Context: an optimization exercise on an open-source flow, tuned for small area. The choices shown serve that exercise and are no tape-out recipe.
Where RTL was checked, it was by simulation tests only, not by an equivalence proof against the original.
Only the layout flow was run in runs 2 to 5; the RTL was not checked for function there.
Power is estimated from default activity; no workload was simulated.

===== flow/config.mk =====
export PLATFORM = sky130hd
export DESIGN_NAME = tic_tac_toe_top
export DESIGN_NICKNAME = tic_tac_toe_top
export VERILOG_FILES = /design/flow/design.v
export SDC_FILE = /design/flow/constraint.sdc
export NUM_CORES = 4
export LEC_CHECK = 0
export CAP_MARGIN = 20
export CORE_MARGIN = 2
export CORE_UTILIZATION = 40
export SLEW_MARGIN = 20

===== flow/constraint.sdc =====
create_clock -name core_clock -period 5.0 [get_ports {clk}]
set_input_delay 1.0000 -clock core_clock [delete_from_list [all_inputs] [get_ports {clk}]]
set_output_delay 1.0000 -clock core_clock [all_outputs]
set_load 0.01 [all_outputs]

===== flow/design.v =====
`timescale 1ns / 1ps
module submission(
    input last_player,  
    output [4:1] x, 
    input [4:1] y, 
    input reset,  
    input reset2,  
    output player_out, 
    input clk, 
    output [3:0] z 
    );
reg [3:0] Z;
reg play;
wire sclk_en;
clk_div3 clk_div(
   .clk(clk),
   .rst(reset),
   .sclk_en(sclk_en)
);
reg[1:0] PS, NS;
parameter st_1 = 2'b00, st_2 = 2'b01, st_3 = 2'b10, st_4 = 2'b11;
reg [4:1]col;
always@(posedge clk)
   if (reset)
      PS <= st_1;
   else if (sclk_en)
      PS <= NS;
always@(*)
begin
   begin
      case(PS)       
         st_1:begin
            col = 4'b0111;
            NS = st_2;
         end
         st_2:begin
            col = 4'b1011;
            NS = st_3;
         end
         st_3:begin
            col = 4'b1101;
            NS = st_4;
         end
         st_4:begin
            col = 4'b1110;
            NS = st_1;
         end
         default: begin col = 4'b0111; NS = st_2; end
      endcase
   end
   if (last_player == 1'b0)
      begin
      play = 1'b1;
      end
   else if(last_player == 1'b1)
      begin
      play = 1'b0;
      end 
   else
      begin
      play = 1'b0;
      end
end
always@(posedge clk)
begin
   if (reset)
      Z <= 4'b0000;
   else if (sclk_en)
   begin
      if (col[1] == 0 && y[3] == 0) 
         begin
         Z <= 4'b0001;
         end
      else if (col[1] == 0 && y[2] == 0)
         begin
         Z <= 4'b0100;
         end
      else if (col[1] == 0 && y[1] == 0)
         begin
         Z <= 4'b0111;
         end
      else if (col[2] == 0 && y[3] == 0)
         begin
         Z <= 4'b0010;
         end
      else if (col[2] == 0 && y[2] == 0)
         begin
         Z <= 4'b0101;
         end
      else if (col[2] == 0 && y[1] == 0)
         begin
         Z <= 4'b1000;
         end
      else if (col[3] == 0 && y[3] == 0)
         begin
         Z <= 4'b0011;
         end
      else if (col[3] == 0 && y[2] == 0)
         begin
         Z <= 4'b0110;
         end
      else if (col[3] == 0 && y[1] == 0)
         begin
         Z <= 4'b1001;
         end 
      else if (col[4] == 0 && y[4] == 0)  
         begin
         Z <= 4'b1111;
         end
      else 
         begin
         Z <= 4'b1111;
         end
      if (reset2 == 1)
         begin
         Z <= 4'b0000;
         end
   end
end
assign x = col;
assign player_out = play;  
assign z = Z;  
endmodule
module clk_div3 (
   input clk,
   input rst,
   output sclk_en
);
localparam integer MAX_COUNT = 100; 
integer div_cnt;
reg tmp_clk; 
always @ (posedge clk)              
begin
   if (rst)
      begin
      tmp_clk <= 1'b0;
      div_cnt <= 0;
      end
   else if (div_cnt == MAX_COUNT) 
      begin
      tmp_clk <= ~tmp_clk; 
      div_cnt <= 0;
      end 
   else
      div_cnt <= div_cnt + 1;  
end 
assign sclk_en = (div_cnt == MAX_COUNT) && !tmp_clk;  
endmodule
`timescale 1ns / 1ps
module game(
input reset,
input [4:0] move,  
input clk,
output last_player,
output [1:0] pos1,pos2,pos3,pos4,pos5,pos6,pos7,pos8,pos9 
    );
reg [17:0] pos_reg;
reg last_play;
always@(posedge clk)
    begin
    if(reset)
        begin
        pos_reg <= 18'b000000000000000000;
        last_play <= 1'b1;
        end
    else if(move == 5'b00001 && pos_reg[1:0] == 2'b00)  
        begin
        pos_reg[1:0] <= 2'b01;  
        last_play <= 1'b0;
        end
    else if(move == 5'b00010 && pos_reg[3:2] == 2'b00)
        begin
        pos_reg[3:2] <= 2'b01;  
        last_play <= 1'b0;
        end
    else if(move == 5'b00011 && pos_reg[5:4] == 2'b00)
        begin
        pos_reg[5:4] <= 2'b01;  
        last_play <= 1'b0;
        end
    else if(move == 5'b00100 && pos_reg[7:6] == 2'b00)
        begin
        pos_reg[7:6] <= 2'b01;  
        last_play <= 1'b0;
        end
    else if(move == 5'b00101 && pos_reg[9:8] == 2'b00)
        begin
        pos_reg[9:8] <= 2'b01;  
        last_play <= 1'b0;
        end
    else if(move == 5'b00110 && pos_reg[11:10] == 2'b00)
        begin
        pos_reg[11:10] <= 2'b01;  
        last_play <= 1'b0;
        end
    else if(move == 5'b00111 && pos_reg[13:12] == 2'b00)
         begin
         pos_reg[13:12] <= 2'b01;  
         last_play <= 1'b0;
         end
    else if(move == 5'b01000 && pos_reg[15:14] == 2'b00)
         begin
         pos_reg[15:14] <= 2'b01;  
         last_play <= 1'b0;
         end
    else if(move == 5'b01001 && pos_reg[17:16] == 2'b00)
         begin
         pos_reg[17:16] <= 2'b01;  
         last_play <= 1'b0;
         end
    else if(move == 5'b10001 && pos_reg[1:0] == 2'b00) 
         begin
         pos_reg[1:0] <= 2'b10;  
         last_play <= 1'b1;
         end
    else if(move == 5'b10010 && pos_reg[3:2] == 2'b00)
         begin
         pos_reg[3:2] <= 2'b10;  
         last_play <= 1'b1;
         end
    else if(move == 5'b10011 && pos_reg[5:4] == 2'b00)
         begin
         pos_reg[5:4] <= 2'b10;  
         last_play <= 1'b1;
         end
    else if(move == 5'b10100 && pos_reg[7:6] == 2'b00)
         begin
         pos_reg[7:6] <= 2'b10;  
         last_play <= 1'b1;
         end
    else if(move == 5'b10101 && pos_reg[9:8] == 2'b00)
         begin
         pos_reg[9:8] <= 2'b10;  
         last_play <= 1'b1;
         end
    else if(move == 5'b10110 && pos_reg[11:10] == 2'b00)
         begin
         pos_reg[11:10] <= 2'b10;  
         last_play <= 1'b1;
         end
    else if(move == 5'b10111 && pos_reg[13:12] == 2'b00)
          begin
          pos_reg[13:12] <= 2'b10;  
          last_play <= 1'b1;
          end
    else if(move == 5'b11000 && pos_reg[15:14] == 2'b00)
          begin
          pos_reg[15:14] <= 2'b10;  
          last_play <= 1'b1;
          end
    else if(move == 5'b11001 && pos_reg[17:16] == 2'b00)
          begin
          pos_reg[17:16] <= 2'b10;  
          last_play <= 1'b1;
          end
    else if (move == 5'b10000 || move == 5'b00000)  
          begin
          pos_reg <= 18'b000000000000000000;
          last_play <= 1'b1;
          end
    else
        begin
        pos_reg <= pos_reg;
        end
    end
assign pos1 = pos_reg[1:0];  
assign pos2 = pos_reg[3:2];
assign pos3 = pos_reg[5:4];
assign pos4 = pos_reg[7:6];
assign pos5 = pos_reg[9:8];
assign pos6 = pos_reg[11:10];
assign pos7 = pos_reg[13:12];
assign pos8 = pos_reg[15:14];
assign pos9 = pos_reg[17:16];
assign last_player = last_play;
endmodule
`timescale 1ns / 1ps
module win_detector(
input clk,
input rst,
input [1:0] pos1,pos2,pos3,pos4,pos5,pos6,pos7,pos8,pos9,
output [1:0] win,
output reset
    );
wire finclk_en;
wire auto_reset;
clk_div4 clk_div4(
.clk(clk),
.rst(rst),
.sclk_en(finclk_en)
);
count_to_five count_to_five(
.clk(clk),
.rst(rst),
.en(finclk_en),
.in(win),
.reset(auto_reset)
);
reg res;
reg [1:0]  win_signal;
always@(posedge clk)
    begin
    if (rst)
    begin
    win_signal <= 2'b00;
    res <= 0;
    end
    else if (auto_reset == 0)
    begin
    if(pos1 == 2'b01 && pos2 == 2'b01 && pos3 == 2'b01 ||  
        pos4 == 2'b01 && pos5 == 2'b01 && pos6 == 2'b01 ||
        pos7 == 2'b01 && pos8 == 2'b01 && pos9 == 2'b01 ||
        pos1 == 2'b01 && pos5 == 2'b01 && pos9 == 2'b01 ||
        pos7 == 2'b01 && pos5 == 2'b01 && pos3 == 2'b01 ||
        pos1 == 2'b01 && pos4 == 2'b01 && pos7 == 2'b01 ||
        pos2 == 2'b01 && pos5 == 2'b01 && pos8 == 2'b01 ||
        pos3 == 2'b01 && pos6 == 2'b01 && pos9 == 2'b01)
        begin
            win_signal <= 2'b01;
            res <= 0;
        end
    else if(pos1 == 2'b10 && pos2 == 2'b10 && pos3 == 2'b10 ||  
            pos4 == 2'b10 && pos5 == 2'b10 && pos6 == 2'b10 ||
            pos7 == 2'b10 && pos8 == 2'b10 && pos9 == 2'b10 ||
            pos1 == 2'b10 && pos5 == 2'b10 && pos9 == 2'b10 ||
            pos7 == 2'b10 && pos5 == 2'b10 && pos3 == 2'b10 ||
            pos1 == 2'b10 && pos4 == 2'b10 && pos7 == 2'b10 ||
            pos2 == 2'b10 && pos5 == 2'b10 && pos8 == 2'b10 ||
            pos3 == 2'b10 && pos6 == 2'b10 && pos9 == 2'b10)
            begin
                win_signal <= 2'b10;
                res <= 0;
            end
    else if(pos1 > 0 && pos2 > 0 && pos3 > 0 && pos4 > 0 &&
            pos5 > 0 && pos6 > 0 && pos7 > 0 && pos8 > 0 &&
            pos9 > 0 && win_signal != 2'b10 && win_signal != 2'b10)  
        begin 
        win_signal <= 2'b11;
        res <= 0;
        end
    else 
        begin
        win_signal <= 2'b00;
        res <= 0;
        end
    end
    else if(auto_reset == 1)
        begin 
        win_signal <= 2'b00;
        res <= 1;
        end
end
assign reset = res;
assign win = win_signal;
endmodule
module clk_div4 (
   input clk,
   input rst,
   output sclk_en
);
localparam integer MAX_COUNT = 1000; 
integer div_cnt;
reg tmp_clk; 
always @ (posedge clk)              
begin
   if (rst)
      begin
      tmp_clk <= 1'b0;
      div_cnt <= 0;
      end
   else if (div_cnt == MAX_COUNT) 
      begin
      tmp_clk <= ~tmp_clk; 
      div_cnt <= 0;
      end 
   else
      div_cnt <= div_cnt + 1;  
end 
assign sclk_en = (div_cnt == MAX_COUNT) && !tmp_clk;  
endmodule
module count_to_five (input clk,  
input rst,
input en,
input [1:0] in,
output reset
);
reg PS,NS;
parameter [1:0] IDLE = 2'b00, COUNT = 2'b01;
reg res;
integer  cnt_dig;
always@(posedge clk)
if (rst)
    PS <= IDLE;
else if (en)
    PS <= NS;
always@(posedge clk)
begin
    if (rst)
        begin
        NS <= IDLE;
        res <= 0;
        cnt_dig <= 0;
        end
    else if (en)
    case(PS)
        IDLE:
            begin
            if (in == 2'b00)
                begin
                res <= 0;
                NS <= IDLE;
                end
            else   
                begin
                NS <= COUNT;
                res <= 0;
                cnt_dig <= 0;
                end
            end
         COUNT:
            begin
            if(cnt_dig < 12)  
                begin
                cnt_dig <= cnt_dig + 1;
                NS <= COUNT;
                res <= 0;
                end
            else if (cnt_dig == 12)  
                begin
                NS <= IDLE;
                res <= 1;
                end
            end
         default:
            begin
             if (in == 2'b00)
                 begin
                 res <= 0;
                 NS <= IDLE;
                 end
             else
                 begin
                 NS <= COUNT;
                 res <= 0;
                 end
             end
         endcase
end
assign reset = res;
endmodule
module BC_DEC(    input CLK,
                  input RST,
                  input [1:0] pos1,pos2,pos3,pos4,pos5,pos6,pos7,pos8,pos9,
                  input [1:0] win,
                  input player,  
                  output [3:0] DISP_EN,
                  output [7:0] SEGMENTS);
   reg  [1:0] cnt_dig; 
   reg [3:0]   digit;
   reg [7:0] seg;
   wire   sclk_en;
   wire disp_clk; 
   clk_div my_clk(.clk(CLK),  
                  .rst(RST),
                  .sclk_en(sclk_en));
   clk_div2 clock_for_display(.clk(CLK),
                    .rst(RST),
                    .disp_clk(disp_clk)); 
  always@ (posedge CLK)
   begin
         if (RST)
            cnt_dig <= 2'b00;
         else if (sclk_en)
            cnt_dig <= cnt_dig + 1;
   end 
   assign DISP_EN = (cnt_dig==0)? 4'b1110: 
                    (cnt_dig==1)? 4'b1101:
                    (cnt_dig==2)? 4'b1011: 
                    (cnt_dig==3)? 4'b0111: 4'b1111;
   always @ (posedge CLK)
   begin
   if (RST)
      seg <= 8'b11111111;
   else if (sclk_en)
   begin
   seg <= 8'b11111111;
   if (win == 0)  
    begin
      case (cnt_dig)
        3:begin  
            case (player)
            0:seg <= 8'b10011111;
            1:seg <= 8'b00100101;
            endcase
          end
        2:begin 
         case (pos3)
            0:seg[4] <= 1;
            1:seg[4] <= 0;
            2:seg[4] <= disp_clk;
            default: seg[4] <= 1;
          endcase
          case (pos6)
             0:seg[1] <= 1;
             1:seg[1] <= 0;
             2:seg[1] <= disp_clk;
             default: seg[1] <= 1;
          endcase
          case (pos9)
             0:seg[7] <= 1;
             1:seg[7] <= 0;
             2:seg[7] <= disp_clk;
             default: seg[7] <= 1;
          endcase
         end
        1:begin  
          case (pos2)
             0:seg[4] <= 1;
             1:seg[4] <= 0;
             2:seg[4] <= disp_clk;
             default: seg[4] <= 1;
           endcase
           case (pos5)
              0:seg[1] <= 1;
              1:seg[1] <= 0;
              2:seg[1] <= disp_clk;
              default: seg[1] <= 1;
           endcase
           case (pos8)
              0:seg[7] <= 1;
              1:seg[7] <= 0;
              2:seg[7] <= disp_clk;
              default: seg[7] <= 1;
           endcase
          end
         0:  
         begin 
          case (pos1)
             0:seg[4] <= 1;
             1:seg[4] <= 0;
             2:seg[4] <= disp_clk;
             default: seg[4] <= 1;
           endcase
           case (pos4)
              0:seg[1] <= 1;
              1:seg[1] <= 0;
              2:seg[1] <= disp_clk;
              default: seg[1] <= 1;
           endcase
           case (pos7)
              0:seg[7] <= 1;
              1:seg[7] <= 0;
              2:seg[7] <= disp_clk;
              default: seg[7] <= 1;
           endcase
          end
          default: seg <= 8'b11111111;
        endcase
      end
    else if(win == 1) 
        begin
        case(cnt_dig)
           1:seg <= {1'b1,disp_clk,disp_clk,5'b11111};
           2:seg <= {1'b1,disp_clk,disp_clk,5'b11111};
           3:seg <= {1'b1,disp_clk,disp_clk,5'b11111};
           0:seg <= {1'b1,disp_clk,disp_clk,5'b11111};
           default: seg <= 8'b11111111;
        endcase
        end 
    else if(win == 2) 
         begin
         case(cnt_dig)
            1:seg <= {disp_clk,disp_clk,1'b1,disp_clk,disp_clk,1'b1,disp_clk,1'b1};
            2:seg <= {disp_clk,disp_clk,1'b1,disp_clk,disp_clk,1'b1,disp_clk,1'b1};
            3:seg <= {disp_clk,disp_clk,1'b1,disp_clk,disp_clk,1'b1,disp_clk,1'b1};
            0:seg <= {disp_clk,disp_clk,1'b1,disp_clk,disp_clk,1'b1,disp_clk,1'b1};
            default: seg <= 8'b11111111;
          endcase
          end
    else if(win == 3) 
        begin
         case(cnt_dig)
            1:seg <= 8'b01100001;
            2:seg <= 8'b11111111;
            3:seg <= 8'b11100001;
            0:seg <= 8'b10011111;
            default: seg <= 8'b11111111;
          endcase
          end
    end
    end 
assign SEGMENTS = seg;
endmodule
module clk_div (  input clk,
                  input rst,
                  output sclk_en);
  localparam integer MAX_COUNT = 22; 
  integer div_cnt;
  reg tmp_clk; 
   always @ (posedge clk)              
   begin
         if (rst) begin
            tmp_clk <= 1'b0;
            div_cnt <= 0;
         end else if (div_cnt == MAX_COUNT) 
         begin
            tmp_clk <= ~tmp_clk; 
            div_cnt <= 0;
         end else
            div_cnt <= div_cnt + 1;  
   end 
   assign sclk_en = (div_cnt == MAX_COUNT) && !tmp_clk; 
endmodule
module clk_div2 (  input clk,
                  input rst,
                  output disp_clk);
  localparam integer MAX_COUNT = 1000; 
  integer div_cnt;
  reg tmp_clk; 
   always @ (posedge clk)              
   begin
         if (rst) begin
            tmp_clk <= 1'b0;
            div_cnt <= 0;
         end else if (div_cnt == MAX_COUNT) 
         begin
            tmp_clk <= ~tmp_clk; 
            div_cnt <= 0;
         end else
            div_cnt <= div_cnt + 1;  
   end 
   assign disp_clk = tmp_clk; 
endmodule
`timescale 1ns / 1ps
module tic_tac_toe_top(
    input reset,
    input clk,
    output [3:0] DISP_EN,
    output [7:0] SEGMENTS,
    output [4:1] COL,
    input [4:1] ROW
    );
wire [3:0] zz;
wire reset2;
wire pp;
wire last_player;
submission submit_move(
.last_player(last_player),
.reset(reset),
.x(COL),
.y(ROW),
.clk(clk),
.player_out(pp),
.z(zz),
.reset2(reset2)
);
wire[1:0] pos1,pos2,pos3,pos4,pos5,pos6,pos7,pos8,pos9;
wire [1:0] win;
game game_controller(
.clk(clk),
.reset(reset),
.move({pp,zz}),  
.pos1(pos1),
.pos2(pos2),
.pos3(pos3),
.pos4(pos4),
.pos5(pos5),
.pos6(pos6),
.pos7(pos7),
.pos8(pos8),
.pos9(pos9),
.last_player(last_player)
);
win_detector win_detector(
.clk(clk),
.rst(reset),
.pos1(pos1),
.pos2(pos2),
.pos3(pos3),
.pos4(pos4),
.pos5(pos5),
.pos6(pos6),
.pos7(pos7),
.pos8(pos8),
.pos9(pos9),
.win(win),
.reset(reset2)
);
BC_DEC seven_segment_display(
.player({!last_player}),
.pos1(pos1),
.pos2(pos2),
.pos3(pos3),
.pos4(pos4),
.pos5(pos5),
.pos6(pos6),
.pos7(pos7),
.pos8(pos8),
.pos9(pos9),
.win(win),
.CLK(clk),
.RST(reset),
.DISP_EN(DISP_EN),
.SEGMENTS(SEGMENTS)
);
endmodule

===== flow/run.sh =====
#!/bin/bash
# synth_recipe.tcl (not shown) runs the flow's synth.tcl, then flattens the netlist and writes it again
# the make line also repeats each setting of config.mk as NAME=value (left out here)
make -C /OpenROAD-flow-scripts/flow DESIGN_CONFIG=/design/flow/config.mk WORK_HOME=/design/flow/orfs CLKGATE_MAP_FILE= SYNTH_SCRIPT=/design/flow/synth_recipe.tcl finish

==> metrics list, run 1 <==
- EDFF count, synth: 0
- Leaving out fill and tap cells, the most frequent cells in the layout are sky130_fd_sc_hd__nor2_1 (211), sky130_fd_sc_hd__dfxtp_1 (204), sky130_fd_sc_hd__nand2_1 (87).
- STA classifies the critical path endpoint as a primary output.
- The endpoint identified for the worst register-to-register timing path is win_detector.count_to_five.cnt_dig[8].
* Post-layout minimum cycle time: 3090 ps
- Count of hold buffers inserted by post-cts repair: 0
- The share of the Yosys chip area taken by registers is 40.8%.
* R2r worst-path depth: 6
- Result of the run: timing/DRC/antenna clean
- The number of global-route vias before repair is 7583.
- Most used DFF post-synth: sky130_fd_sc_hd__dfxtp_1
- Using the TritonRoute via totals, the vias-per-cell ratio works out to between 5 and 6.
- All-Layer GR Usage: between 15 and 20%
- After synthesis, the mean cell area works out to 8.29 um2.
* Clock Latency Late Sink: 510 ps
- Power spread over the standard cell area amounts to ~320 nW/um2.
* Antenna violations before repair: 0
- Fraction of layout instances using a drive strength above 1: between 5 and 6%
- DRC violation count after routing: 0
* Worst-case vdd ir drop: about 0.19 mV
- Floorplan row count: 57
- Synthesis-stage register bit count: approximately 200
- In this run, post-CTS repair resized a total of 0 instances.
- The detailed router finished its first iteration with 458 violations.
* Wire length of the first global-routing pass: 36700 um
- Final setup viols: 0
- Cell-by-cell trace of the critical path: inv_1 > ha_1 > inv_1 > clkdlybuf4s50_1
* Count of boundary I/O pins: 22
- Leaving out fill and tap cells, the most frequent cell in the layout is sky130_fd_sc_hd__nor2_1.
* Layout-stage area growth over the synthesis result: 13.3%
- Number of max-cap violations: 0
- Once routing completed, OpenROAD measured the worst setup slack at ~1900 ps.
- Port-buffer cells: 19
- Critical R2R Launch: win_detector.count_to_five.cnt_dig[14]
* Leakage power total: 3.95 nW
- After detailed routing, the total wire length is roughly 21000 um.
- Count of buffers added by post-CTS timing repair for setup: 0
* Post-synth design cell area: 10000 um2
* Initial core utilization: 40.9%
- Entering global routing, the biggest net connects 44 pins.
* Critical path data arrival time: 2090 ps
* Final antenna-violating net count: 0
* Number of buffers created by CTS: 24
- The wire-length estimate of the detail-placed layout is 14300 um.
* Library cell appearing most often on the critical path: sky130_fd_sc_hd__inv_1
- The hold violation count in the final report came to 0.
- Routability-driven placement finished with a final weighted congestion of 0.870.
* Final cycle utilization of the critical path: 61.8%
- N_diodes: 0
- Final Net Count: 1239
* Wire length per cell: 13.4 um
- From bottom edge to top edge, the die measures approximately 160 um.
- Counting distinct cell types in the post-synthesis netlist gives 64.
- Net count of the mapped netlist: roughly 1200
* Maximum achievable frequency: 324 MHz
- Async set-or-reset flop fraction in the synthesized netlist: 0%
* Data required time at the worst endpoint: 4000 ps
* Minimum setup slack among reg-to-reg paths: 2280 ps
* Congestion Overflow GR: 0
- Of all nets on the critical path, the largest fanout is 6.
- The slowest stage of the critical path is the sky130_fd_sc_hd__clkdlybuf4s50_1 cell.
- Total number of H-tree levels: 1
- Min-delay src: win_detector.clk_div4.div_cnt[0]
- The worst pin sits at a relative slew slack of 41.4%.
- Yosys printed 9 warnings.
- The final max-slew violation count is 0.
* Maximum cell stage delay along the critical path: approximately 570 ps
* Iteration count of the initial detailed-routing pass: 5
* Clock tree from TritonCTS: built
- Path type of the worst min-delay path: reg2reg
* Core Area: about 24000 um2
- Clock transition at path regs: 50 ps
- The worst setup path is launched from a register.
* Post-route setup TNS: 0 ps
- Clock root buffer: sky130_fd_sc_hd__clkbuf_16
- Total Die Area: 26300 um2
- Hold Path Cell Cnt: 1
* Hold Crit Endpoint: win_detector.clk_div4.div_cnt[0]
- The die is 162 um wide.
- Clock net sink count: around 200
- Counting along the longest clock path gives a buffer depth of 3.
- Counting every instance in the synthesized netlist gives about 1200.
- Clk_skew: about 19 ps
- Pin slew with the least headroom to its limit: 871 ps
- For this block, the via count after detailed routing is 8095.
* Minimum setup slack after placement: 2290 ps
* RSZ-0062 raised after global routing: no
- Critical path type: reg2out
## synthesized netlist by cell type (3+ instances only)
cell type | count | area share [%]
sky130_fd_sc_hd__dfxtp_1 | 204 | 41
sky130_fd_sc_hd__a21oi_1 | 25 | 1.2
sky130_fd_sc_hd__a211o_1 | 3 | 0.26
sky130_fd_sc_hd__nor4b_1 | 7 | 0.61
sky130_fd_sc_hd__inv_1 | 44 | 1.6
sky130_fd_sc_hd__nand3_1 | 62 | 3.1
sky130_fd_sc_hd__xnor2_1 | 54 | 4.7
sky130_fd_sc_hd__nor2_1 | 211 | 7.9
sky130_fd_sc_hd__or3_1 | 19 | 1.2
sky130_fd_sc_hd__clkbuf_1 | 31 | 1.2
sky130_fd_sc_hd__and3_1 | 22 | 1.4
sky130_fd_sc_hd__o22ai_1 | 13 | 0.81
sky130_fd_sc_hd__nand2b_1 | 38 | 2.4
sky130_fd_sc_hd__nor3_1 | 31 | 1.5
sky130_fd_sc_hd__nor4_1 | 40 | 2.5
sky130_fd_sc_hd__mux2i_1 | 19 | 1.9
sky130_fd_sc_hd__or2_2 | 8 | 0.50
sky130_fd_sc_hd__buf_2 | 8 | 0.40
sky130_fd_sc_hd__and4_1 | 18 | 1.6
sky130_fd_sc_hd__and2_1 | 10 | 0.62
sky130_fd_sc_hd__ha_1 | 22 | 2.7
sky130_fd_sc_hd__a22oi_1 | 16 | 1.2
sky130_fd_sc_hd__nand2_1 | 87 | 3.3
sky130_fd_sc_hd__o211ai_1 | 8 | 0.60
sky130_fd_sc_hd__or4_1 | 9 | 0.67
sky130_fd_sc_hd__nor2b_1 | 11 | 0.69
sky130_fd_sc_hd__a21o_1 | 3 | 0.22
sky130_fd_sc_hd__nor4_2 | 4 | 0.50
sky130_fd_sc_hd__o21ai_0 | 22 | 1.1
sky130_fd_sc_hd__xor2_1 | 65 | 5.7
sky130_fd_sc_hd__a31oi_1 | 6 | 0.37
sky130_fd_sc_hd__nand4_1 | 44 | 2.7
## cell families (layout without fill, tap and decap cells)
logic type,after synthesis,after routing,share of synthesized area [%]
AND/OR/NAND/NOR,636,636,32.6
flip-flops,204,204,40.8
XOR/XNOR,119,119,10.4
AO/OA/AOI/OAI,117,117,7.78
buffers and inverters,89,109,3.60
adder cells (fa/ha/maj),22,22,2.75
multiplexers,20,20,2.01
other,1,1,0.0374
## where the power goes
part / switching [mW] / total [mW] / internal (mW)
sequential: 0.0106 / 1.64 / 1.63
clock: 0.673 / 1.96 / 1.28
combinational: 0.0460 / 0.0678 / 0.0218
total: 0.729 / 3.67 / 2.94
## worst max-delay path by stage
| stage | startpoint | to | slack, ps | cells past startpoint |
|---|---|---|---|---|
| 2_1_floorplan | win_detector.count_to_five.cnt_dig[14] | win_detector.count_to_five.cnt_dig[11] | 2760 | 8 |
| 3_3_place_gp | win_detector.count_to_five.cnt_dig[14] | win_detector.count_to_five.cnt_dig[8] | 2350 | 6 |
| 3_5_place_dp | win_detector.count_to_five.cnt_dig[14] | win_detector.count_to_five.cnt_dig[8] | 2290 | 6 |
| 4_1_cts | seven_segment_display.cnt_dig[0] | DISP_EN[0] | 1890 | 4 |
| 5_1_grt | seven_segment_display.cnt_dig[0] | DISP_EN[0] | 1810 | 4 |
| 6_report | seven_segment_display.cnt_dig[0] | DISP_EN[0] | 1910 | 4 |
## through the flow
| stage | total power, mW | utilization (%) | hold WS [ps] | cells | area, um2 |
|---|---|---|---|---|---|
| final | 3.67 | 46.4 | 456 | 1552 | 11300 |
| after floorplan | 1.73 | - | 425 | 1208 | 10000 |
| after CTS | 3.73 | 46.4 | 465 | 1552 | 11300 |
| after global placement | 1.75 | 42.7 | 440 | 1509 | 10400 |
| after detailed placement | 1.75 | 42.7 | 452 | 1509 | 10400 |
| after global routing | 3.80 | 46.4 | 494 | 1552 | 11300 |
## cell type report
cell class / instances / area (um2)
inverters: 44 / 165
clock inverters: 15 / 253
multi-input cells: 915 / 5580
repair buffers: 22 / 208
fillers: 2330 / 13100
flip-flops and latches: 204 / 4080
clock buffers: 28 / 647
well taps: 324 / 405
## worst max-delay path, delay by kind of cell (launching register included)
kind | cells | cell delay (ps)
buffers and inverters | 3 | 860
DFF | 1 | 450
adders and majority gates | 1 | 280
## metal layers
| layer | track usage [%] | vias up | wire [um] | share of wire, % |
|---|---|---|---|---|
| met1 | 23.1 | 3720 | 10500 | 51 |
| met2 | 26.1 | 115 | 9130 | 44 |
| met5 | 0 | - | 0 | 0 |
| met3 | 2.17 | 35 | 707 | 3.4 |
| li1 | - | 4225 | - | - |
| met4 | 4.38 | 0 | 473 | 2.3 |
==> inputs of run 2 (changes only) <==
==> flow/design.v (replaced) <==
module tic_tac_toe_top(
    input reset,
    input clk,
    output [3:0] DISP_EN,
    output [7:0] SEGMENTS,
    output [4:1] COL,
    input [4:1] ROW
    );
reg       p;       
reg [4:0] dcnt;    
reg [1:0] dig;     
reg [6:0] kcnt;    
reg [1:0] ps;      
reg [9:0] acnt;    
reg       blink;
reg       act;     
reg [3:0] k;       
reg [8:0] occ;     
reg [8:0] own;     
reg       turn;    
reg [1:0] wreg;    
reg [7:1] seg;
wire dterm = (dcnt == 5'b10010);
wire kterm = (kcnt == 7'b1101001);
wire aterm = (acnt == 10'b1010011011);
wire disp_en = ~p & dterm;
wire kp_en   = ~p & kterm;
wire fin_en  = ~p & aterm;
wire auto_reset = act & k[3] & k[2] & k[1];
wire [1:0] win = auto_reset ? 2'b00 : wreg;
wire g0 = (dig == 2'b00), g1 = (dig == 2'b01), g2 = (dig == 2'b11), g3 = (dig == 2'b10);
wire q0 = (ps == 2'b00), q1 = (ps == 2'b01), q2 = (ps == 2'b11), q3 = (ps == 2'b10);
assign COL = {~q0, ~q1, ~q2, ~q3};
wire r3 = ~ROW[3];
wire r2 = ROW[3] & ~ROW[2];
wire r1 = ROW[3] & ROW[2] & ~ROW[1];
wire c1 = q3, c2 = q2, c3 = q1;
wire [8:0] sel = {c3 & r1, c2 & r1, c1 & r1,
                  c3 & r2, c2 & r2, c1 & r2,
                  c3 & r3, c2 & r3, c1 & r3};
wire take = |(sel & ~occ);
wire [8:0] b1 = occ & ~own;
wire [8:0] b2 = occ & own;
function line(input [8:0] b);
   line = (b[0] & b[1] & b[2]) | (b[3] & b[4] & b[5]) | (b[6] & b[7] & b[8]) |
          (b[0] & b[4] & b[8]) | (b[6] & b[4] & b[2]) | (b[0] & b[3] & b[6]) |
          (b[1] & b[4] & b[7]) | (b[2] & b[5] & b[8]);
endfunction
wire l1 = line(b1);
wire l2 = line(b2);
wire full = &occ;
wire [8:0] sv = ~occ | (own & {9{blink}});
reg [7:1] nseg;
always @(*) begin
   nseg = 7'b1111111;
   case (win)
      2'b00: begin
         if (g3) nseg = turn ? 7'b0010010 : 7'b1001111;
         if (g2) begin nseg[4] = sv[2]; nseg[1] = sv[5]; nseg[7] = sv[8]; end
         if (g1) begin nseg[4] = sv[1]; nseg[1] = sv[4]; nseg[7] = sv[7]; end
         if (g0) begin nseg[4] = sv[0]; nseg[1] = sv[3]; nseg[7] = sv[6]; end
      end
      2'b01: nseg = {1'b1, blink, blink, 4'b1111};
      2'b10: nseg = {blink, blink, 1'b1, blink, blink, 1'b1, blink};
      2'b11: begin
         if (g1) nseg = 7'b0110000;
         if (g3) nseg = 7'b1110000;
         if (g0) nseg = 7'b1001111;
      end
   endcase
end
always @(posedge clk) begin
   if (reset) begin
      p <= 1'b0;
      dcnt <= 5'b11111;
      dig <= 2'b00;
      kcnt <= 7'b1111111;
      ps <= 2'b00;
      acnt <= 10'b1111111111;
      blink <= 1'b0;
      act <= 1'b0;
      k <= 4'd0;
      occ <= 9'd0;
      turn <= 1'b0;
      seg <= 7'b1111111;
   end else begin
      p <= ~p;
      dcnt <= dterm ? 5'b11111 : {dcnt[3:0], dcnt[4] ^ dcnt[2]};
      kcnt <= kterm ? 7'b1111111 : {kcnt[5:0], kcnt[6] ^ kcnt[5]};
      acnt <= aterm ? 10'b1111111111 : {acnt[8:0], acnt[9] ^ acnt[6]};
      if (aterm)
         blink <= ~blink;
      if (disp_en) begin
         dig <= {dig[0], ~dig[1]};
         seg <= nseg;
      end
      if (kp_en) begin
         ps <= {ps[0], ~ps[1]};
         if (auto_reset) begin
            occ <= 9'd0;
            turn <= 1'b0;
         end else if (take) begin
            occ <= occ | sel;
            turn <= ~turn;
         end
      end
      if (fin_en) begin
         if (act)
            {act, k} <= {act, k} + 5'd1;
         else
            act <= |win;
      end
   end
end
always @(posedge clk) begin
   own <= (own & occ) | ({9{turn}} & ~occ);
   if (~p)
      wreg <= l1 ? 2'b01 : l2 ? 2'b10 : full ? 2'b11 : 2'b00;
end
assign DISP_EN = {~g3, ~g2, ~g1, ~g0};
assign SEGMENTS = {seg, 1'b1};
endmodule
==> run 2 against run 1 <==
Still clean on timing, DRC and antenna. Clock skew is 9.8 ps lower. Critical path depth is 1 lower. Via count down 72%. Critical path type unchanged.
==> metrics list, run 2 <==
- Result of the run: timing/DRC/antenna clean
- Leakage power total: 1.12 nW (-72%)
- Count of routing violations after the opening detailed-route iteration: 111 (-76%)
- Clock Latency Late Sink: 350 ps (-160 ps)
* DRC violation count after routing: 0 (unchanged)
* Clk_skew: 8.68 ps (-9.84 ps)
- CP endpoint kind: primary output
- The number of buffers inserted by post-CTS setup repair came to 0 (unchanged).
- The count of flip-flops with a built-in enable after synthesis is 11 (+11).
- The number of register bits inferred by synthesis was 61 (-70%).
* Worst hold slack across all endpoints: 429 ps (-26.7 ps)
- The share of post-route cells with drive strength above 1 is 8.81% (+3.1 points).
- By count the netlist is led by sky130_fd_sc_hd__dfxtp_1 (50), sky130_fd_sc_hd__nand2_1 (29), sky130_fd_sc_hd__inv_1 (21), sky130_fd_sc_hd__nor2_1 (21), sky130_fd_sc_hd__a21oi_1 (15).
* Xor and xnor area share after synthesis: 2.49% (-7.9 points)
- Post-CTS resize count: 0 (unchanged)
- Clock transition at path regs: 70 ps (+20 ps)
- The first-pass iteration count of the detailed router is 4 (-1).
* Number of max-cap violations: 0 (unchanged)
* Port-buffer cells: 19 (unchanged)
- The worst setup path is of the reg2out kind.
- Deepest clock path buffer count: 2 (-1)
- Final cell count without fillers: 425 (-73%)
- The maximum single-stage delay on the critical path came to 610 ps (+40 ps).
- Wire length per cell: 14.6 um (+8.9%)
- Filler cell count: 660 (-72%)
- The async set or reset register ratio after synthesis came to 0% (unchanged).
* R2r worst-path depth: 5 (-1)
- The library cell used most frequently in the layout, excluding fill and tap cells, is sky130_fd_sc_hd__dfxtp_1.
* Worst-case vdd ir drop: 0.234 mV (+23%)
- The setup TNS after final layout is 0 ps (unchanged).
- The power per unit of standard cell area came to 301 nW/um2 (-7.0%).
- The final wirelength came to 6220 um (-70%).
- The number of antenna cells inserted came to 0 (unchanged).
- The complex-gate fraction of the synthesized area came to 15.1% (+7.3 points).
- Post-layout minimum cycle time: 2940 ps (-150 ps)
- The arrival time of data at the critical path endpoint came to 1940 ps (-150 ps).
* Synth cell types: 54 (-16%)
- Sequential fraction of the synthesis area: 47.4% (+6.6 points)
- Final Total Pwr: 0.983 mW (-73%)
- The biggest area contributor in the post-synthesis netlist is sky130_fd_sc_hd__dfxtp_1.
* Floorplan die width: 87.8 um (-46%)
- The via count of the routed design is 2260 (-72%).
* Count of final max-slew check failures: 0 (unchanged)
- Final antenna-violating net count: 0 (unchanged)
- The pin count of the biggest net entering global routing was 30 (-32%).
* Portion of synthesized cell area occupied by the leading cell type: 35.6% (-5.1 points)
* Post-synth design cell area: 2810 um2 (-72%)
* Hold Path Cell Cnt: 1 (unchanged)
- The worst setup path is launched from a register.
- Clock tree from TritonCTS: built
- The post-detailed-placement half-perimeter wirelength was 4270 um (-70%).
- RSZ-0062 raised after global routing: no
* Floorplan row count: 30 (-47%)
- Minimum setup slack after placement: 2250 ps (-44.2 ps)
- The overall track demand over capacity in global routing is 17.4% (+1.1 points).
- The ratio of routed vias to standard cells came to 5.32 (+2.0%).
* Core Area: 6790 um2 (-72%)
- Final setup viols: 0 (unchanged)
* Largest family of logic cells by synthesized area: simple AND/OR/NAND/NOR gates
* Maximum fanout count along the critical path: 12 (+6)
* Worst setup margin: 2060 ps (+150 ps)
* Leading cell types in the layout, fill and taps excluded: sky130_fd_sc_hd__dfxtp_1 (50), sky130_fd_sc_hd__nand2_1 (29), sky130_fd_sc_hd__nor2_1 (21), sky130_fd_sc_hd__inv_1 (21), sky130_fd_sc_hd__clkdlybuf4s50_1 (19)
- The slew at the pin with the worst max-slew slack came to 703 ps (-168 ps).
- Number of buffers created by CTS: 9 (-63%)
- The area of the die was 7710 um2 (-71%).
- Most used DFF post-synth: sky130_fd_sc_hd__dfxtp_1
- Final cycle utilization of the critical path: 58.8% (-3.0 points)
- The boundary pin count was 22 (unchanged).
- Total instance count after detailed placement: 409 (-73%)
* Height of the die: 87.8 um (-46%)
- The initial antenna violation count is 0 (unchanged).
- Post-Synth Adder-Cell Area: 2.23% (-0.52 points)
* Multiplexer fraction of the synthesized cell area: 1.78% (-0.23 points)
- Clock net sink count: 61 (-70%)
- Cell-by-cell trace of the critical path: nor2b_1 > inv_1 > clkdlybuf4s50_1
- The weighted congestion at the end of routability-driven global placement came to 0.819 (-5.9%).
- Mapped Cells: 308 (-75%)
- Mean area per synthesized cell: 9.12 um2 (+10%)
* Slew margin rel.: 53.2% (+12 points)
- Layout-stage area growth over the synthesis result: 16.4%
* Net count of the mapped netlist: 319 (-74%)
- The net total in the final layout came to 335 (-73%).
- The area share of and/or/nand/nor cells after synthesis came to 25.9% (-6.7 points).
* Count of hold buffers inserted by post-cts repair: 0 (unchanged)
- Total number of H-tree levels: 3 (+2)
* Slowest stage cell on the critical path: sky130_fd_sc_hd__dfxtp_1
- The tightest min-delay check is of the reg2reg type.
- Data required time at the worst endpoint: 4000 ps (about the same)
- The total global routing overflow came to 0 (unchanged).
- The number of warnings printed during yosys synthesis was 1 (-8).
- Largest cells by area after synthesis: sky130_fd_sc_hd__dfxtp_1 (36%), sky130_fd_sc_hd__edfxtp_1 (12%), sky130_fd_sc_hd__nand2_1 (3.9%)
- Vias in the first global route: 2092 (-72%)
- Initial core utilization: 41.3% (+0.41 points)
* Most frequent cell after synthesis: sky130_fd_sc_hd__dfxtp_1
- The hold violation count in the final report was 0 (unchanged).
- Wire length of the first global-routing pass: 10200 um (-72%)
- Clock root buffer: sky130_fd_sc_hd__clkbuf_8
* Maximum achievable frequency: 340 MHz (+5.1%)
run 2: changes by cell type in the layout (fill, tap and decap cells not counted), sizes merged, moves of 22 or more:
cell and delta:
nand4 -36, inv -22, nand3 -55, nor2 -190, nor3 -28, nand2b -33, nor4 -40, nand2 -58
dfxtp -154, xnor2 -50, xor2 -61
run 2: stage by stage:
stage	utilization [%]	instance area (um2)
2_1_floorplan	-	2810
3_3_place_gp	45.1	3070
3_5_place_dp	45.1	3070
4_1_cts	48.1	3270
5_1_grt	48.1	3270
6_report	48.1	3270
run 2: kinds of logic (layout without fill, tap and decap cells):
family                   count (synthesis)  in the layout
flip-flops                              61             61
multiplexers                             5              5
adder cells (fa/ha/maj)                  5              5
AND/OR/NAND/NOR                        128            128
buffers and inverters                   36             57
other                                    1              1
XOR/XNOR                                 8              8
AO/OA/AOI/OAI                           64             64
run 2: area by class of cell:
class                           count  area, um2  area share (%)
Clock buffer                       14        194            5.93
Clock inverter                      2       11.3           0.344
Timing Repair Buffer               20        198            6.04
Tap cell                           96        120            3.67
Inverter                           21       78.8            2.41
Sequential cell                    61       1330            40.7
Multi-Input combinational cell    211       1340            40.9
run 2: power breakdown:
group	switching (mW)	total [mW]	internal (mW)
clock network	0.194	0.445	0.251
logic	0.0156	0.0270	0.0114
registers	0.00588	0.511	0.505
total	0.216	0.983	0.767
run 2: worst paths after layout:
check | startpoint | endpoint | slack, ps
worst min register to register | acnt[8] | acnt[9] | 430
worst max-delay path | ps[1] | COL[1] | 2060
worst max register to register | ps[1] | occ[4] | 2950
worst min-delay path | acnt[8] | acnt[9] | 430
run 2: critical path, delay by kind of cell (launching register included):
family        cells  cell delay [ps]
flops             1              610
simple gates      1              400
buf+inv           2              590
run 2: metal layers:
layer	global-route usage [%]	wire [um]	vias up
li1	-	-	1137
met1	22.6	2920	1056
met2	26.5	2870	55
met3	5.66	332	12
met4	7.83	93	0
met5	0	0	-
==> inputs of run 3 (changes only) <==
--- a/flow/config.mk
+++ b/flow/config.mk
@@ -9,3 +9,6 @@
 export CORE_MARGIN = 2
-export CORE_UTILIZATION = 40
+export CORE_UTILIZATION = 70
+export CTS_BUF_LIST = sky130_fd_sc_hd__clkbuf_2 sky130_fd_sc_hd__clkbuf_4 sky130_fd_sc_hd__clkbuf_8
+export CTS_CLUSTER_DIAMETER = 200
+export CTS_CLUSTER_SIZE = 60
 export SLEW_MARGIN = 20
==> run 3 against run 2 <==
Setup slack better by 26 ps. Final cell count fell by 11%. Non-clock buffer count is the same. Routed wire length is 2.5% lower. Fmax increased by 0.89%. Core utilization is 33 points higher. Register-to-register slack lost 20 ps. Highest routed layer unchanged. Area after synthesis is the same. Largest cell class unchanged. Sequential power about the same. Hold slack improved by 3.2 ps.
==> metrics list, run 3 <==
- The flow ran to the end and the layout has no timing, DRC or antenna violations.
- The remaining antenna violation count is 0 (unchanged).
* Sequential fraction of the synthesis area: 47.4% (unchanged)
- In the post-synthesis netlist, the biggest area contributors are sky130_fd_sc_hd__dfxtp_1 (36%), sky130_fd_sc_hd__edfxtp_1 (12%), sky130_fd_sc_hd__nand2_1 (3.9%).
- Cell-by-cell trace of the critical path: nor2b_1 > inv_1 > clkdlybuf4s50_1
* Worst hold slack across all endpoints: 432 ps (+3.23 ps)
- DRC violation count after routing: 0 (unchanged)
- The post-detailed-placement cell area was 3010 um2 (-1.9%).
* Wire length of the first global-routing pass: 9580 um (-5.9%)
* Most common cell after layout, fill and taps aside: sky130_fd_sc_hd__dfxtp_1
- Data required time at the worst endpoint: 4000 ps (about the same)
- The maximum resistive drop on vdd is 0.284 mV (+21%).
- The maximum operating frequency came to 343 MHz (+0.89%).
- Count of buffers added by post-CTS timing repair for setup: 0 (unchanged)
* Origin of the worst setup path: ps[1]
- All-Layer GR Usage: 28.7% (+11 points)
- The worst setup timing slack at the placement stage is 2190 ps (-53.6 ps).
- The length in cells of the worst reg-to-reg path came to 5 (unchanged).
- The count of input and output buffers is 19 (unchanged).
- The post-synth design cell area is 2810 um2 (unchanged).
- Clock net sink count: 61 (unchanged)
- Net count of the mapped netlist: 319 (unchanged)
- Count of hold buffers inserted by post-cts repair: 0 (unchanged)
* Reg-to-Reg End: occ[4]
- RSZ-0062 raised after global routing: no
- sky130_fd_sc_hd__dfxtp_1 takes more of the synthesized area than any other cell.
- Leading cell types by count after synthesis: sky130_fd_sc_hd__dfxtp_1 (50), sky130_fd_sc_hd__nand2_1 (29), sky130_fd_sc_hd__inv_1 (21), sky130_fd_sc_hd__nor2_1 (21), sky130_fd_sc_hd__a21oi_1 (15)
- In the layout the commonest cells are sky130_fd_sc_hd__dfxtp_1 (50), sky130_fd_sc_hd__nand2_1 (29), sky130_fd_sc_hd__nor2_1 (21), sky130_fd_sc_hd__inv_1 (21), sky130_fd_sc_hd__clkdlybuf4s50_1 (19).
* Maximum number of pins on one net before global-route repair: 24 (-20%)
- Final Net Count: 335 (unchanged)
* Worst setup path end: COL[1]
* Antenna violations before repair: 0 (unchanged)
- Deepest clock path buffer count: 2 (unchanged)
- The total number of H-tree levels was 3 (unchanged).
* Critical path type: reg2out
- The number of register bits inferred by synthesis is 61 (unchanged).
- Floorplan die width: 67.3 um (-23%)
* Slowest stage cell on the critical path: sky130_fd_sc_hd__dfxtp_1
- The number of violations reported at the end of detailed-routing iteration 0 is 321 (+190%).
* Post-layout minimum cycle time: 2910 ps (-25.9 ps)
- The vertical die dimension came to 67.3 um (-23%).
- The least setup slack across all paths after layout came to 2090 ps (+25.9 ps).
* Portion of synthesized cell area occupied by the leading cell type: 35.6% (unchanged)
* DP Wirelength: 4110 um (-3.7%)
- Iteration count of the initial detailed-routing pass: 5 (+1)
- TritonCTS built the clock tree.
- Final cycle utilization of the critical path: 58.3% (-0.52 points)
- Total area of sequential cells: 1330 um2 (unchanged)
* Clk_skew: 3.86 ps (-4.81 ps)
* Clock root buffer: sky130_fd_sc_hd__clkbuf_8
- Async set-or-reset flop fraction in the synthesized netlist: 0% (unchanged)
- Final cell count without fillers: 379 (-11%)
* Number of max-cap violations: 0 (unchanged)
- The total global routing overflow is 0 (unchanged).
- Final setup viols: 0 (unchanged)
- Most frequent cell after synthesis: sky130_fd_sc_hd__dfxtp_1
* Floorplan row count: 23 (-23%)
- Gpl congestion: 0.880 (+7.5%)
* Slew margin rel.: 43.7% (-9.5 points)
- Relative to the synthesized area, the layout overhead comes to 14.2%.
* Number of buffers created by CTS: 9 (unchanged)
* Critical path data arrival time: 1910 ps (-30 ps)
- Most used DFF post-synth: sky130_fd_sc_hd__dfxtp_1
* Leakage power total: 1.12 nW (about the same)
* Critical R2R Launch: ps[1]
- Path type of the worst min-delay path: reg2reg
* Count of final max-slew check failures: 0 (unchanged)
* Core Area: 3940 um2 (-42%)
* Post-route setup TNS: 0 ps (unchanged)
- CP endpoint kind: primary output
* Mapped Cells: 308 (unchanged)
- Total instance count after detailed placement: 363 (-11%)
* Maximum fanout count along the critical path: 12 (unchanged)
- The post-route standard cell area excluding fillers came to 3210 um2 (-2.0%).
- Count of final hold-check violations: 0 (unchanged)
- The initial standard-cell utilization of the core is 71.2% (+30 points).
- The clock-pin slew on the worst setup and hold paths is 60 ps (about the same).
- The number of antenna cells inserted is 0 (unchanged).
* Synth cell types: 54 (unchanged)
- Crit path launch type: register
- The maximum single-stage delay on the critical path is 570 ps (-40 ps).
- The mean cell area of the mapped netlist was 9.12 um2 (unchanged).
* Power density normalized to cell area: 304 nW/um2 (+1.0%)
- The utilization after layout was 81.3% (+33 points).
- Vias in the first global route: 2052 (-1.9%)
- The total power is 0.974 mW (-0.94%).
- The slew at the pin with the worst max-slew slack came to 837 ps (+134 ps).
* Final Routed Wirelength: 6060 um (-2.5%)
* Count of boundary I/O pins: 22 (unchanged)
- Wire length per cell: 16.0 um (+9.3%)
* Minimum setup slack among reg-to-reg paths: 2930 ps (-20 ps)
- The footprint of the multi-input gates came to 1340 um2 (unchanged).
- Post-CTS resize count: 0 (unchanged)
* Clock Latency Late Sink: 330 ps (-20 ps)
* Fraction of layout instances using a drive strength above 1: 9.12% (+0.30 points)
- The ratio of routed vias to standard cells came to 6.24 (+17%).
- The area of the die was 4540 um2 (-41%).
* Overall via count from detail_route: 2366 (+4.7%)
- The number of warnings printed during yosys synthesis was 1 (unchanged).
- EDFF count, synth: 11 (unchanged)
* Filler cell count: 273 (-59%)
-- run 3: changes by cell type in the layout (fill, tap and decap cells not counted), sizes merged --
cell / delta
bufinv: +1
clkinv: +1
clkbuf: -2
-- run 3: report_power, final --
group	total [mW]	internal, mW	switching (mW)
registers	0.512	0.506	0.00613
logic	0.0275	0.0114	0.0161
clock network	0.435	0.253	0.181
total	0.974	0.770	0.203
-- run 3: worst min path at each step --
stage,from,slack [ps],to,cells past startpoint
after global placement,acnt[8],410,acnt[9],1
after floorplan,acnt[2],410,acnt[3],1
after CTS,acnt[2],440,acnt[3],1
after global routing,dcnt[1],460,dcnt[2],1
after detailed placement,acnt[2],420,acnt[3],1
final,acnt[2],430,acnt[3],1
-- run 3: final cells by class --
| class | instances | share of cell area (%) |
|---|---|---|
| Timing Repair Buffer | 20 | 6.16 |
| Multi-Input combinational cell | 211 | 41.7 |
| Tap cell | 50 | 1.95 |
| Sequential cell | 61 | 41.5 |
| Clock inverter | 4 | 1.44 |
| Clock buffer | 12 | 4.76 |
| Inverter | 21 | 2.46 |
-- run 3: kinds of logic (layout without fill, tap and decap cells) --
logic type / Yosys count / in the layout / synth area share (%)
xor+xnor: 8 / 8 / 2.49
other cells: 1 / 1 / 0.134
fa+ha+maj: 5 / 5 / 2.23
simple gates: 128 / 128 / 25.9
mux: 5 / 5 / 1.78
buf+inv: 36 / 57 / 4.99
flops: 61 / 61 / 47.4
compound gates: 64 / 64 / 15.1
-- run 3: per-layer routing --
layer	global-route usage [%]	up-vias	routed length, um
met3	5.33	15	378
met2	47.2	101	2940
li1	-	1137	-
met4	14.0	0	126
met5	0	-	0
met1	36.2	1113	2620
-- run 3: worst max-delay path: cells and delay by family, from the launching register on --
family / cells / cell delay [ps]
buffers and inverters: 2 / 590
flip-flops: 1 / 570
AND/OR/NAND/NOR: 1 / 410
==> inputs of run 4 (changes only) <==
==> flow/flow/run.sh (new file) <==
#!/bin/bash
# Standard ORFS layout, with small port buffers and a small clock tree.
set -euo pipefail
bash standard.sh synth > synth.log 2>&1
bash standard.sh \
  "BUFFER_PORTS_ARGS=-buffer_cell sky130_fd_sc_hd__buf_1" \
  "CTS_ARGS=-sink_clustering_enable -repair_clock_nets -dont_use_dummy_load -buf_list sky130_fd_sc_hd__clkbuf_4 -sink_clustering_size 30 -sink_clustering_max_diameter 200" \
  finish > layout.log 2>&1
==> flow/standard.sh (new file) <==
#!/bin/bash
# synth_recipe.tcl (not shown) runs the flow's synth.tcl, then flattens the netlist and writes it again
# the make line also repeats each setting of config.mk as NAME=value (left out here)
make -C /OpenROAD-flow-scripts/flow DESIGN_CONFIG=/design/flow/config.mk WORK_HOME=/design/flow/orfs CLKGATE_MAP_FILE= SYNTH_SCRIPT=/design/flow/synth_recipe.tcl "${@:-finish}"
--- a/flow/config.mk
+++ b/flow/config.mk
@@ -10,5 +10,2 @@
 export CORE_UTILIZATION = 70
-export CTS_BUF_LIST = sky130_fd_sc_hd__clkbuf_2 sky130_fd_sc_hd__clkbuf_4 sky130_fd_sc_hd__clkbuf_8
-export CTS_CLUSTER_DIAMETER = 200
-export CTS_CLUSTER_SIZE = 60
 export SLEW_MARGIN = 20
removed: flow/run.sh
==> run 4 against run 3 <==
Sequential power is essentially flat. Count of clock-buffer cells in the layout shrank 3. Register-to-register slack lost 30 ps. Non-clock buffer count is the same. Hold slack lost 5.4 ps. Fmax grew 10%. Area after synthesis is the same. Highest routed layer unchanged.
==> metrics list, run 4 <==
- Port-buffer cells: 19 (unchanged)
- Power density normalized to cell area: 260 nW/um2 (-14%)
- The synthesized net count is 319 (unchanged).
- In the synthesized netlist, the cells that appear most often are sky130_fd_sc_hd__dfxtp_1 (50), sky130_fd_sc_hd__nand2_1 (29), sky130_fd_sc_hd__inv_1 (21), sky130_fd_sc_hd__nor2_1 (21), sky130_fd_sc_hd__a21oi_1 (15).
- Of all cell types, the one taking the most synthesized area is sky130_fd_sc_hd__dfxtp_1.
* Height of the die: 67.3 um (unchanged)
* Number of max-cap violations: 0 (unchanged)
- The number of violations reported at the end of detailed-routing iteration 0 is 432 (+35%).
- Overall via count from detail_route: 2292 (-3.1%)
* Pin slew with the least headroom to its limit: 702 ps (-135 ps)
* N_diodes: 0 (unchanged)
* Post-route setup TNS: 0 ps (unchanged)
- Floorplan row count: 23 (unchanged)
* Clock Latency Late Sink: 400 ps (+70 ps)
- The critical path in this run is classified as reg2out.
- Post-layout minimum cycle time: 2640 ps (-275 ps)
- Critical path data arrival time: 1640 ps (-270 ps)
- The ratio of routed vias to standard cells is 6.16 (-1.3%).
- Dpl cell area: 2890 um2 (-4.0%)
* Count of final hold-check violations: 0 (unchanged)
* Final Routed Wirelength: 5800 um (-4.4%)
- In this run the most critical hold path is launched from kcnt[1].
- The overall track demand over capacity in global routing is 28.8% (+0.17 points).
- The total number of H-tree levels came to 3 (unchanged).
- The post-detailed-placement half-perimeter wirelength is 3940 um (-4.0%).
- The number of warnings printed during yosys synthesis came to 1 (unchanged).
* Clock transition at path regs: 100 ps (+40 ps)
- The count of hold buffers inserted by post-cts repair came to 0 (unchanged).
- EDFF count, synth: 11 (unchanged)
* Most frequent cell after synthesis: sky130_fd_sc_hd__dfxtp_1
- Wire length per cell: 15.6 um (-2.6%)
- Async set-or-reset flop fraction in the synthesized netlist: 0% (unchanged)
- The detailed-route DRC error count came to 0 (unchanged).
* Maximum fanout count along the critical path: 12 (unchanged)
- Portion of synthesized cell area occupied by the leading cell type: 35.6% (unchanged)
* Final setup viols: 0 (unchanged)
- Clock network power share: 30.4% (-14 points)
- The library cells used most frequently in the layout, excluding fill and tap cells, are sky130_fd_sc_hd__dfxtp_1 (50), sky130_fd_sc_hd__nand2_1 (29), sky130_fd_sc_hd__nor2_1 (21), sky130_fd_sc_hd__inv_1 (21), sky130_fd_sc_hd__buf_1 (19).
- Path type of the worst min-delay path: reg2reg
- Maximum number of pins on one net before global-route repair: 38 (+58%)
* Worst-case vdd ir drop: 0.173 mV (-39%)
- Clock net sink count: 61 (unchanged)
* Switch share: 22.3% (+1.5 points)
* Final cycle utilization of the critical path: 52.7% (-5.5 points)
* Largest cells by area after synthesis: sky130_fd_sc_hd__dfxtp_1 (36%), sky130_fd_sc_hd__edfxtp_1 (12%), sky130_fd_sc_hd__nand2_1 (3.9%)
- Net switching power: 0.172 mW (-15%)
- Post-CTS resize count: 0 (unchanged)
- The worst-case clock skew came to 19.7 ps (+15.8 ps).
* Count of buffers added by post-CTS timing repair for setup: 0 (unchanged)
- Mean area per synthesized cell: 9.12 um2 (unchanged)
* Count of boundary I/O pins: 22 (unchanged)
- Clock root buffer: sky130_fd_sc_hd__clkbuf_4
- Most common cell after layout, fill and taps aside: sky130_fd_sc_hd__dfxtp_1
- The worst hold path cell count is 1 (unchanged).
- The initial antenna violation count is 0 (unchanged).
- Portion of total power attributed to sequential cells: 66.4% (+14 points)
- Sequential fraction of the synthesis area: 47.4% (unchanged)
* Synthesis-stage register bit count: 61 (unchanged)
- Origin of the worst setup path: ps[1]
* Final Net Count: 335 (unchanged)
- Leakage power total: 0.992 nW (-11%)
- Critical R2R Launch: ps[1]
- The wire length of the first global-routing pass is 9690 um (+1.1%).
* Mapped Cells: 308 (unchanged)
- R2r worst-path depth: 5 (unchanged)
- The run finished with no timing, DRC or antenna violations.
* Core Area: 3940 um2 (unchanged)
* CP endpoint kind: primary output
- The data required time of the critical path came to 4000 ps (about the same).
- Minimum setup slack among reg-to-reg paths: 2900 ps (-30 ps)
- The total internal power is 0.598 mW (-22%).
* Crit path launch type: register
- The remaining antenna violation count is 0 (unchanged).
* Layout-stage area growth over the synthesis result: 5.26%
- The total global routing overflow was 0 (unchanged).
- Design area: 2960 um2 (-7.8%)
- Most used DFF post-synth: sky130_fd_sc_hd__dfxtp_1
* Initial core utilization: 71.2% (unchanged)
- Number of buffers created by CTS: 9 (unchanged)
* Gpl congestion: 0.873 (-0.81%)
* RSZ-0062 raised after global routing: no
- The count of unique library cells instantiated by Yosys came to 54 (unchanged).
- The first-pass iteration count of the detailed router came to 5 (unchanged).
* Slew margin rel.: 53.2% (+9.5 points)
* Deepest clock path buffer count: 2 (unchanged)
* Total Die Area: 4540 um2 (unchanged)
* Fraction of layout instances using a drive strength above 1: 7.14% (-2.0 points)
- Vias in the first global route: 2053 (+0.049%)
* Maximum achievable frequency: 379 MHz (+10%)
- The proportion of power drawn by combinational gates came to 3.2% (+0.4 points).
- TritonCTS built the clock tree.
- The post-synth design cell area is 2810 um2 (unchanged).
- Floorplan die width: 67.3 um (unchanged)
* Count of final max-slew check failures: 0 (unchanged)
[run 4: final cells by class]
type	instances	area, um2
Clock buffer	9	67.6
Fill cell	293	986
Inverter	21	78.8
Multi-Input combinational cell	211	1340
Sequential cell	61	1330
Tap cell	50	62.6
Timing Repair Buffer	20	78.8
[run 4: kinds of logic (layout without fill, tap and decap cells)]
family	count (synthesis)	after routing	synth area share, %
flip-flops	61	61	47.4
AND/OR/NAND/NOR	128	128	25.9
multiplexers	5	5	1.78
XOR/XNOR	8	8	2.49
other	1	1	0.134
AO/OA/AOI/OAI	64	64	15.1
buffers and inverters	36	50	4.99
adder cells (fa/ha/maj)	5	5	2.23
[run 4: through the flow]
stage               cells  power [mW]  utilization, %  hold WS [ps]  setup slack (ps)
CTS                   372       0.772            75.0           434              2360
global route          372       0.801            75.0           457              2190
detailed placement    363       0.546            73.3           419              2600
floorplan             308       0.540               -           406              2980
global placement      363       0.546            73.3           413              2660
finish                372       0.770            75.0           427              2360
[run 4: worst max-delay path: stages, from the launching register on]
cell and delay (ps):
sky130_fd_sc_hd__dfxtp_1 590, sky130_fd_sc_hd__nor2b_1 420, sky130_fd_sc_hd__inv_1 100, sky130_fd_sc_hd__buf_1 140
[run 4: path summary, 6_finish.rpt]
path | endpoint
worst max-delay path | COL[1]
worst max register to register | occ[4]
worst min register to register | kcnt[2]
worst min-delay path | kcnt[2]
[run 4: layer usage]
metal / routed length (um) / track usage, %
met3: 446 / 7.00
met4: 124 / 15.6
met1: 2590 / 39.8
met2: 2640 / 41.5
met5: 0 / 0
[run 4: power by group through the flow]
stage | logic [mW] | clock network [mW] | registers [mW]
3_3_place_gp | 0.0236 | 0 | 0.522
6_report | 0.0243 | 0.234 | 0.511
5_1_grt | 0.0275 | 0.261 | 0.512
3_5_place_dp | 0.0241 | 0 | 0.522
2_1_floorplan | 0.0203 | 0 | 0.519
4_1_cts | 0.0242 | 0.237 | 0.511
==> inputs of run 5 (changes only) <==
==> flow/flow/run.sh (replaced) <==
#!/bin/bash
# Standard ORFS layout, with small port buffers and a small clock tree.
set -euo pipefail
bash standard.sh synth > synth.log 2>&1
bash standard.sh \
  "BUFFER_PORTS_ARGS=-buffer_cell sky130_fd_sc_hd__buf_1" \
  "CTS_ARGS=-sink_clustering_enable -repair_clock_nets -dont_use_dummy_load -buf_list sky130_fd_sc_hd__clkbuf_8 -sink_clustering_size 64 -sink_clustering_max_diameter 200" \
  finish > layout.log 2>&1
==> run 5 against run 4 <==
Final area increased by 1.9%. Hold slack got worse by 3.0 ps. Combinational power about the same. First-iteration DRC count increased by 3.0%. Largest power group unchanged.
==> metrics list, run 5 <==
* Count of final hold-check violations: 0 (unchanged)
- Clock transition at path regs: 60 ps (-40 ps)
- Count of routing violations after the opening detailed-route iteration: 445 (+3.0%)
- Crit path launch type: register
- Overall via count from detail_route: 2307 (+0.65%)
- Layout-stage area growth over the synthesis result: 7.26%
* Top routing layer in use: met4
- In this run the clock root is driven by a sky130_fd_sc_hd__clkbuf_8.
- Path type of the worst min-delay path: reg2reg
- DP Wirelength: 3940 um (unchanged)
* Final antenna-violating net count: 0 (unchanged)
- Synthesis-stage register bit count: 61 (unchanged)
- RSZ-0062 raised after global routing: no
- Data required time at the worst endpoint: 4000 ps (about the same)
* Iteration count of the initial detailed-routing pass: 5 (unchanged)
- The final max-slew violation count is 0 (unchanged).
* WL met3: 371 um (-17%)
- The maximum root-to-sink buffer count is 2 (unchanged).
* Final setup viols: 0 (unchanged)
* Largest cells by area after synthesis: sky130_fd_sc_hd__dfxtp_1 (36%), sky130_fd_sc_hd__edfxtp_1 (12%), sky130_fd_sc_hd__nand2_1 (3.9%)
* CP endpoint kind: primary output
* Portion of synthesized cell area occupied by the leading cell type: 35.6% (unchanged)
- Post-layout minimum cycle time: 2560 ps (-81.7 ps)
- The number of global-route vias before repair is 2070 (+0.83%).
- Worst hold slack across all endpoints: 424 ps (-2.97 ps)
* Cell type contributing the most total cell area after synthesis: sky130_fd_sc_hd__dfxtp_1
- The total number of H-tree levels was 3 (unchanged).
* Net switching power: 0.183 mW (+6.6%)
- The proportion of power drawn by combinational gates is 2.8% (-0.4 points).
- Total length of routed met2 wires: 2800 um (+6.1%)
* Final cycle utilization of the critical path: 51.1% (-1.6 points)
* Core Area: 3940 um2 (unchanged)
- Post-synth design cell area: 2810 um2 (unchanged)
- In the layout the commonest cells are sky130_fd_sc_hd__dfxtp_1 (50), sky130_fd_sc_hd__nand2_1 (29), sky130_fd_sc_hd__nor2_1 (21), sky130_fd_sc_hd__inv_1 (21), sky130_fd_sc_hd__buf_1 (19).
* Wire length per cell: 16.0 um (+2.8%)
- Most common cell after layout, fill and taps aside: sky130_fd_sc_hd__dfxtp_1
- Result of the run: timing/DRC/antenna clean
* Mapped Cells: 308 (unchanged)
- Most used DFF post-synth: sky130_fd_sc_hd__dfxtp_1
- The commonest cells after synthesis are sky130_fd_sc_hd__dfxtp_1 (50), sky130_fd_sc_hd__nand2_1 (29), sky130_fd_sc_hd__inv_1 (21), sky130_fd_sc_hd__nor2_1 (21), sky130_fd_sc_hd__a21oi_1 (15).
- The total leakage power is 1.02 nW (+2.3%).
* Initial core utilization: 71.2% (unchanged)
- Clock Latency Late Sink: 330 ps (-70 ps)
- Count of buffers added by post-CTS timing repair for setup: 0 (unchanged)
- Switch share: 21.4% (-0.99 points)
* DRC violation count after routing: 0 (unchanged)
- The arrival time of data at the critical path endpoint came to 1560 ps (-80 ps).
- Clock net sink count: 61 (unchanged)
- The biggest fanout along the worst timing path was 12 (unchanged).
- Post-route setup TNS: 0 ps (unchanged)
- The boundary pin count was 22 (unchanged).
- Maximum achievable frequency: 391 MHz (+3.2%)
* Total Die Area: 4540 um2 (unchanged)
- Warnings from Yosys: 1 (unchanged)
- Count of hold buffers inserted by post-cts repair: 0 (unchanged)
- Number of buffers created by CTS: 9 (unchanged)
- The initial antenna violation count was 0 (unchanged).
* Height of the die: 67.3 um (unchanged)
* Gpl congestion: 0.873 (unchanged)
* N_diodes: 0 (unchanged)
- Floorplan die width: 67.3 um (unchanged)
- Final Routed Wirelength: 5960 um (+2.8%)
- The count of flip-flops with a built-in enable after synthesis was 11 (unchanged).
- The post-cts gate resize count came to 0 (unchanged).
- Wire length of the first global-routing pass: 9890 um (+2.1%)
- Average vias per placed instance: 6.20 (+0.65%)
- Critical path type: reg2out
- Async set-or-reset flop fraction in the synthesized netlist: 0% (unchanged)
* Maximum number of pins on one net before global-route repair: 38 (unchanged)
- The count of input and output buffers was 19 (unchanged).
* Congestion Overflow GR: 0 (unchanged)
- The proportion of power drawn by flip-flops and latches is 59.7% (-6.7 points).
* Synth cell types: 54 (unchanged)
* Filler cell count: 283 (-3.4%)
* Sequential fraction of the synthesis area: 47.4% (unchanged)
- The worst-case clock skew is 12.4 ps (-7.27 ps).
- The total internal power was 0.675 mW (+13%).
- The power per unit of standard cell area came to 285 nW/um2 (+9.4%).
- Clock network power share: 37.5% (+7.1 points)
* All-Layer GR Usage: 29.4% (+0.60 points)
- Mean area per synthesized cell: 9.12 um2 (unchanged)
* Worst-case vdd ir drop: 0.248 mV (+44%)
- The share of post-route cells with drive strength above 1 is 7.14% (unchanged).
- TritonCTS built the clock tree.
- The synthesized net count came to 319 (unchanged).
- Final Net Count: 335 (unchanged)
* Wire length on met1: 2670 um (+3.1%)
- The slew at the pin with the worst max-slew slack was 680 ps (-21.6 ps).
* Floorplan row count: 23 (unchanged)
- The relative slew slack came to 54.7% (+1.4 points).
- In the post-synthesis netlist, the cell with the most instances is sky130_fd_sc_hd__dfxtp_1.
- Number of max-cap violations: 0 (unchanged)
## run 5: power by group through the flow
stage               clock, mW  combinational [mW]  sequential [mW]
floorplan                   0              0.0203            0.519
global route            0.346              0.0277            0.513
detailed placement          0              0.0241            0.522
global placement            0              0.0236            0.522
CTS                     0.322              0.0245            0.512
finish                  0.321              0.0245            0.512
## run 5: final cells by class
type                            count  area [um2]  area share, %
Clock buffer                        9         124           4.11
Inverter                           21        78.8           2.62
Multi-Input combinational cell    211        1340           44.4
Sequential cell                    61        1330           44.2
Tap cell                           50        62.6           2.08
Timing Repair Buffer               20        78.8           2.62
## run 5: cells by family (layout without fill, tap and decap cells)
family | Yosys count | in the layout | share of synthesized area, %
and+or+nand+nor | 128 | 128 | 25.9
AOI/OAI and AO/OA | 64 | 64 | 15.1
xor gates and xnor gates | 8 | 8 | 2.49
adders and majority gates | 5 | 5 | 2.23
other | 1 | 1 | 0.134
buffers and inverters | 36 | 50 | 4.99
muxes | 5 | 5 | 1.78
DFF | 61 | 61 | 47.4
## run 5: per-stage QoR
stage | instance area, um2 | power (mW) | cells | utilization [%] | setup slack, ps
6_report | 3010 | 0.858 | 372 | 76.4 | 2440
5_1_grt | 3010 | 0.887 | 372 | 76.4 | 2280
4_1_cts | 3010 | 0.858 | 372 | 76.4 | 2440
3_5_place_dp | 2890 | 0.546 | 363 | 73.3 | 2600
3_3_place_gp | 2890 | 0.546 | 363 | 73.3 | 2660
2_1_floorplan | 2810 | 0.540 | 308 | - | 2980
## run 5: path summary, 6_finish.rpt
check / start / to / slack (ps) / cells past startpoint
worst max-delay path: ps[1] / COL[1] / 2440 / 3
worst min-delay path: kcnt[1] / kcnt[2] / 420 / 1
worst max register to register: ps[1] / occ[4] / 2950 / 5
worst min register to register: kcnt[1] / kcnt[2] / 420 / 1
## run 5: critical path, cell delays in order, from the launching register on
cell and delay [ps]:
sky130_fd_sc_hd__dfxtp_1 570, sky130_fd_sc_hd__nor2b_1 410, sky130_fd_sc_hd__inv_1 100, sky130_fd_sc_hd__buf_1 140
## run 5: routing by layer
metal  global-route usage [%]  vias to the layer above
li1                         -                     1137
met1                     40.0                     1073
met2                     44.7                       81
met3                     6.33                       16
met4                     13.8                        0
met5                        0                        -

separate check: timing with driven ports:
The flow's constraints put no driver on any port. The routed layouts listed below were extracted and timed again, unchanged, in two steps. Step 1, drivers: a clkbuf_16 drives clk and a buf_2 each remaining input, both assumed. Step 2 adds t to the input delays and takes it off the output delays; t is the mean of the earliest and latest rising clock arrival at the registers after step 1. Input paths then give back, and output paths get back, about the clock's delay inside the block. a / b / c = ideal ports / drivers / drivers and shift; a / b = the first two.
run	t, ns	setup slack, ns	worst data-port slew with drivers (ns)
run 1	0.552	1.912 / 1.863 / 2.283	0.04
run 2	0.368	2.061 / 2.034 / 2.193	0.04
run 3	0.356	2.087 / 2.058 / 2.114	0.03
run 4	0.410	2.363 / 2.338 / 2.536	0.04
run 5	0.355	2.444 / 2.417 / 2.548	0.04
After both steps setup and hold are still met in every run listed.
